What follows belongs to an exercise in optimizing a design on an open flow for small area and a short achievable clock period; a production flow would make more cautious choices. Where RTL was checked, it was by simulation tests only, not by an equivalence proof against the original.

==> build 49: inputs <==
## rv32i_core
module rv32i_core #(parameter XLEN=32, REG_COUNT=32)(
  input  wire        clk,
  input  wire        rst,
  input  wire [31:0] instr,
  input  wire [31:0] mem_rdata,
  output wire [31:0] pc,
  output wire [31:0] mem_addr,
  output wire [31:0] mem_wdata,
  output wire        mem_we
);
Settings: LEC_CHECK=0, ABC_AREA=1, CAP_MARGIN=20, CORE_MARGIN=2, CORE_UTILIZATION=45, CTS_BUF_LIST=sky130_fd_sc_hd__clkbuf_4 sky130_fd_sc_hd__clkbuf_8, SETUP_SLACK_MARGIN=5, SLEW_MARGIN=20, TNS_END_PERCENT=5; clock period 9.0 ns.
standard.sh (not shown) runs the stock make flow with config.mk's settings and CLKGATE_MAP_FILE= SYNTH_SCRIPT=/design/flow/synth_recipe.tcl, a recipe that flattens the netlist after the stock synthesis.
==> flow/flow/run.sh <==
#!/bin/bash
set -euo pipefail
MARGIN=6.5
sed "s/\"\${@:-finish}\"/SETUP_SLACK_MARGIN=$MARGIN 'BUFFER_PORTS_ARGS=-buffer_cell sky130_fd_sc_hd__buf_4' \"\${@:-finish}\"/" standard.sh > standard_tuned.sh
grep -q "SETUP_SLACK_MARGIN=$MARGIN" standard_tuned.sh
bash standard_tuned.sh > flow_make.log 2>&1
==> build 80: changes against build 49 <==
==> flow/design.v (replaced) <==
`timescale 1ns / 1ps
module alu(
  input  wire [31:0] a,
  input  wire [31:0] b,
  input  wire [2:0]  funct3,
  input  wire        sub,
  output reg  [31:0] result,
  output wire        eq,
  output wire        lt,
  output wire        ltu
);
  wire [32:0] sum = {1'b0, a} + {1'b0, b ^ {32{sub}}} + {32'b0, sub};
  assign ltu = ~sum[32];
  assign lt  = ltu ^ a[31] ^ b[31];
  assign eq  = (a == b);
  wire [31:0] sll = a << b[4:0];
  wire [31:0] sr  = a >> b[4:0];
  always @(*) begin
    case (funct3)
      3'b000: result = sum[31:0];
      3'b001: result = sll;
      3'b010: result = {31'b0, lt};
      3'b011: result = {31'b0, ltu};
      3'b100: result = a ^ b;
      3'b101: result = sr;
      3'b110: result = a | b;
      default: result = a & b;
    endcase
  end
endmodule
`timescale 1ns/1ps
module reg_file (
  input  wire        clk,
  input  wire [4:0]  rs1,
  input  wire [4:0]  rs2,
  input  wire [4:0]  rd,
  input  wire        we,
  input  wire [31:0] wd,
  output reg  [31:0] rd1,
  output reg  [31:0] rd2
);
  wire [32*32-1:0] q;
  assign q[31:0] = 32'b0;
  genvar g;
  generate
    for (g = 1; g < 32; g = g + 1) begin : r
      reg [31:0] x;
      always @(posedge clk)
        if (we && rd == g)
          x <= wd;
      assign q[32*g +: 32] = x;
    end
  endgenerate
  integer k;
  always @(*) begin
    rd1 = 32'b0;
    rd2 = 32'b0;
    for (k = 1; k < 32; k = k + 1) begin
      rd1 = rd1 | (q[32*k +: 32] & {32{rs1 == k}});
      rd2 = rd2 | (q[32*k +: 32] & {32{rs2 == k}});
    end
  end
endmodule
`timescale 1ns / 1ps
module rv32i_core #(parameter XLEN=32, REG_COUNT=32)(
  input  wire        clk,
  input  wire        rst,
  input  wire [31:0] instr,
  input  wire [31:0] mem_rdata,
  output wire [31:0] pc,
  output wire [31:0] mem_addr,
  output wire [31:0] mem_wdata,
  output wire        mem_we
);
  localparam OP_IMM = 7'b0010011, OP   = 7'b0110011, LOAD  = 7'b0000011,
             STORE  = 7'b0100011, BRANCH = 7'b1100011, JAL = 7'b1101111,
             JALR   = 7'b1100111, AUIPC = 7'b0010111, LUI   = 7'b0110111;
  reg  [31:0] instr_reg;
  reg  [31:1] pc_q;        
  reg  [31:1] pc_reg;
  reg  [31:0] op_a, op_b;  
  reg         sub_q;
  reg  [31:0] mem_addr_reg, mem_wdata_reg;
  reg         mem_we_reg;
  assign pc        = {pc_q, 1'b0};
  assign mem_addr  = mem_addr_reg;
  assign mem_wdata = mem_wdata_reg;
  assign mem_we    = mem_we_reg;
  wire [6:0] opcode = instr_reg[6:0];
  wire [4:0] rd     = instr_reg[11:7];
  wire [2:0] funct3 = instr_reg[14:12];
  wire is_opimm  = opcode == OP_IMM;
  wire is_op     = opcode == OP;
  wire is_load   = opcode == LOAD;
  wire is_store  = opcode == STORE;
  wire is_branch = opcode == BRANCH;
  wire is_jal    = opcode == JAL;
  wire is_jalr   = opcode == JALR;
  wire is_auipc  = opcode == AUIPC;
  wire is_lui    = opcode == LUI;
  wire [31:0] imm_i = {{20{instr_reg[31]}}, instr_reg[31:20]};
  wire [31:0] imm_s = {{20{instr_reg[31]}}, instr_reg[31:25], instr_reg[11:7]};
  wire [31:0] imm_b = {{19{instr_reg[31]}}, instr_reg[31], instr_reg[7], instr_reg[30:25], instr_reg[11:8], 1'b0};
  wire [31:0] imm_u = {instr_reg[31:12], 12'b0};
  wire [31:0] imm_j = {{11{instr_reg[31]}}, instr_reg[31], instr_reg[19:12], instr_reg[20], instr_reg[30:21], 1'b0};
  wire [31:0] alu_result;
  wire        eq, lt, ltu;
  alu alu_inst (
    .a(op_a), .b(op_b), .funct3(funct3), .sub(sub_q),
    .result(alu_result), .eq(eq), .lt(lt), .ltu(ltu)
  );
  wire [31:1] pc_plus4 = {pc_reg[31:2] + 30'd1, pc_reg[1]};
  wire wb_en = is_opimm | is_op | is_load | is_jal | is_jalr | is_auipc | is_lui;
  wire we    = wb_en & (rd != 5'd0);
  wire [31:0] wd = is_load            ? mem_rdata :
                   (is_jal | is_jalr) ? {pc_plus4, 1'b0} :
                   (is_auipc | is_lui) ? imm_u :
                   alu_result;
  wire [4:0] rs1_n = instr[19:15];
  wire [4:0] rs2_n = instr[24:20];
  wire [31:0] rf_rd1, rf_rd2;
  reg_file regfile (
    .clk(clk), .rs1(rs1_n), .rs2(rs2_n), .rd(rd), .we(we), .wd(wd),
    .rd1(rf_rd1), .rd2(rf_rd2)
  );
  wire fwd1 = we & (rd == rs1_n);
  wire fwd2 = we & (rd == rs2_n);
  wire opimm_n = instr[6:0] == OP_IMM;
  always @(posedge clk) begin
    op_a <= fwd1 ? wd : rf_rd1;
    op_b <= opimm_n ? {{20{instr[31]}}, instr[31:20]} : fwd2 ? wd : rf_rd2;
  end
  wire sub_n   = instr[6:0] == BRANCH || instr[14:13] == 2'b01 ||
                 (instr[14:12] == 3'b000 && instr[6:0] == OP && instr[31:25] == 7'b0100000);
  reg cond;
  always @(*) begin
    case (funct3)
      3'b000:  cond = eq;
      3'b001:  cond = ~eq;
      3'b100:  cond = lt;
      3'b101:  cond = ~lt;
      3'b110:  cond = ltu;
      3'b111:  cond = ~ltu;
      default: cond = 1'b0;
    endcase
  end
  wire [31:0] base = (is_jalr | is_load | is_store) ? op_a : {pc_reg, 1'b0};
  wire [31:0] timm = is_jal ? imm_j : is_branch ? imm_b : is_store ? imm_s : imm_i;
  wire [31:0] tgt  = base + timm;
  wire redirect = is_jal | is_jalr | (is_branch & cond);
  wire [31:1] pc_next = redirect ? tgt[31:1] : pc_plus4;
  always @(posedge clk or posedge rst) begin
    if (rst) begin
      pc_q          <= 31'b0;
      pc_reg        <= 31'b0;
      instr_reg     <= 32'b0;
      sub_q         <= 1'b0;
      mem_addr_reg  <= 32'b0;
      mem_wdata_reg <= 32'b0;
      mem_we_reg    <= 1'b0;
    end else begin
      pc_reg    <= pc_q;
      instr_reg <= instr;
      sub_q     <= sub_n;
      pc_q      <= pc_next;
      mem_we_reg <= is_store;
      if (is_load | is_store)
        mem_addr_reg <= tgt;
      if (is_store)
        mem_wdata_reg <= op_b;
    end
  end
endmodule
==> flow/run.sh (new file) <==
#!/bin/bash
# synth_recipe.tcl (not shown) runs the flow's synth.tcl, then flattens the netlist and writes it again
# the make line also repeats each setting of config.mk as NAME=value (left out here)
make -C /OpenROAD-flow-scripts/flow DESIGN_CONFIG=/design/flow/config.mk WORK_HOME=/design/flow/orfs CLKGATE_MAP_FILE= SYNTH_SCRIPT=/design/flow/synth_recipe.tcl finish
ABC_AREA = default   (was 1)
CTS_BUF_LIST = default   (was sky130_fd_sc_hd__clkbuf_4 sky130_fd_sc_hd__clkbuf_8)
SETUP_SLACK_MARGIN = default   (was 5)
TNS_END_PERCENT = default   (was 5)
removed: flow/flow/run.sh
removed: flow/standard.sh
==> trial 22: changes against build 49 <==
==> flow/run.sh (new file) <==
#!/bin/bash
# synth_recipe.tcl (not shown) runs the flow's synth.tcl, then flattens the netlist and writes it again
# the make line also repeats each setting of config.mk as NAME=value (left out here)
make -C /OpenROAD-flow-scripts/flow DESIGN_CONFIG=/design/flow/config.mk WORK_HOME=/design/flow/orfs CLKGATE_MAP_FILE= SYNTH_SCRIPT=/design/flow/synth_recipe.tcl finish
ABC_AREA = default   (was 1)
CTS_BUF_LIST = default   (was sky130_fd_sc_hd__clkbuf_4 sky130_fd_sc_hd__clkbuf_8)
TNS_END_PERCENT = default   (was 5)
removed: flow/flow/run.sh
removed: flow/standard.sh
==> flow_summary.yaml <==
status:
  status: "timing/DRC/antenna clean"
timing:
  hold-worst-slack_ns: 0.378
finish:
  mostFrequentLayoutCell: "nand2_1"
power_and_ir_drop:
  switching_power_mw: 4.91
global_route:
  use_met1: 0.580
  use_met2: 0.685
floorplan:
  die_area_mm2: 0.144
synthesis:
  synth.avg_cell_area_um2: 8.84
# the run above: build 49

==> flow_summary.yaml <==
status:
  status: "timing/DRC/antenna clean"
global_route:
  use_met1: 0.522
  use_met2: 0.612
finish:
  mostFrequentLayoutCell: "edfxtp_1"
  regMostFlops: "regfile.r.x"
routing:
  first_iter_violations: 12847
synthesis:
  synth_edf_count: 992
  synth.avg_cell_area_um2: 12.9
power_and_ir_drop:
  switching_power_mw: 5.13
timing:
  hold-worst-slack_ns: 0.372
# the run above: build 80

==> flow_summary.yaml <==
synthesis:
  synth.avg_cell_area_um2: 12.6
finish:
  dominant_cells: "sequential cells"
status:
  status: "timing/DRC/antenna clean"
power_and_ir_drop:
  switching_power_mw: 4.49
floorplan:
  n_tap_cell: 1755
  die_area_mm2: 0.135
global_route:
  use_met1: 0.507
  use_met2: 0.598
setup_path:
  crit_family: "buffers and inverters"
# the run above: trial 22

Only the layout flow was run in build 80; the RTL was not checked for function there.

==> separate check: timing with driven ports <==
Ports are ideal in the flow. The routed layouts listed here were re-timed in OpenROAD. Step 1 sets driving cells, clkbuf_16 on the clock port and buf_2 on the other inputs (assumed; they add their load-dependent delay and slew). Step 2, shift: input delay + t, output delay - t, t = (earliest + latest rising clock arrival at the registers) / 2. This alone moves slack from input paths to output paths. a / b / c = ideal / step 1 / step 2; a / b = the first two.
run	shift t [ns]	setup WS [ns]	worst setup path at the end
build 49	1.030	5.566 / 5.500 / 4.469	input to register
build 80	0.875	3.233 / 3.233 / 3.029	input to register
trial 22	0.855	4.814 / 4.870 / 4.015	input to register
After both steps every run listed still meets setup and hold. The setup slack of build 49, which loses most, moves by -0.066 ns with the drivers and by -1.097 ns with both steps.
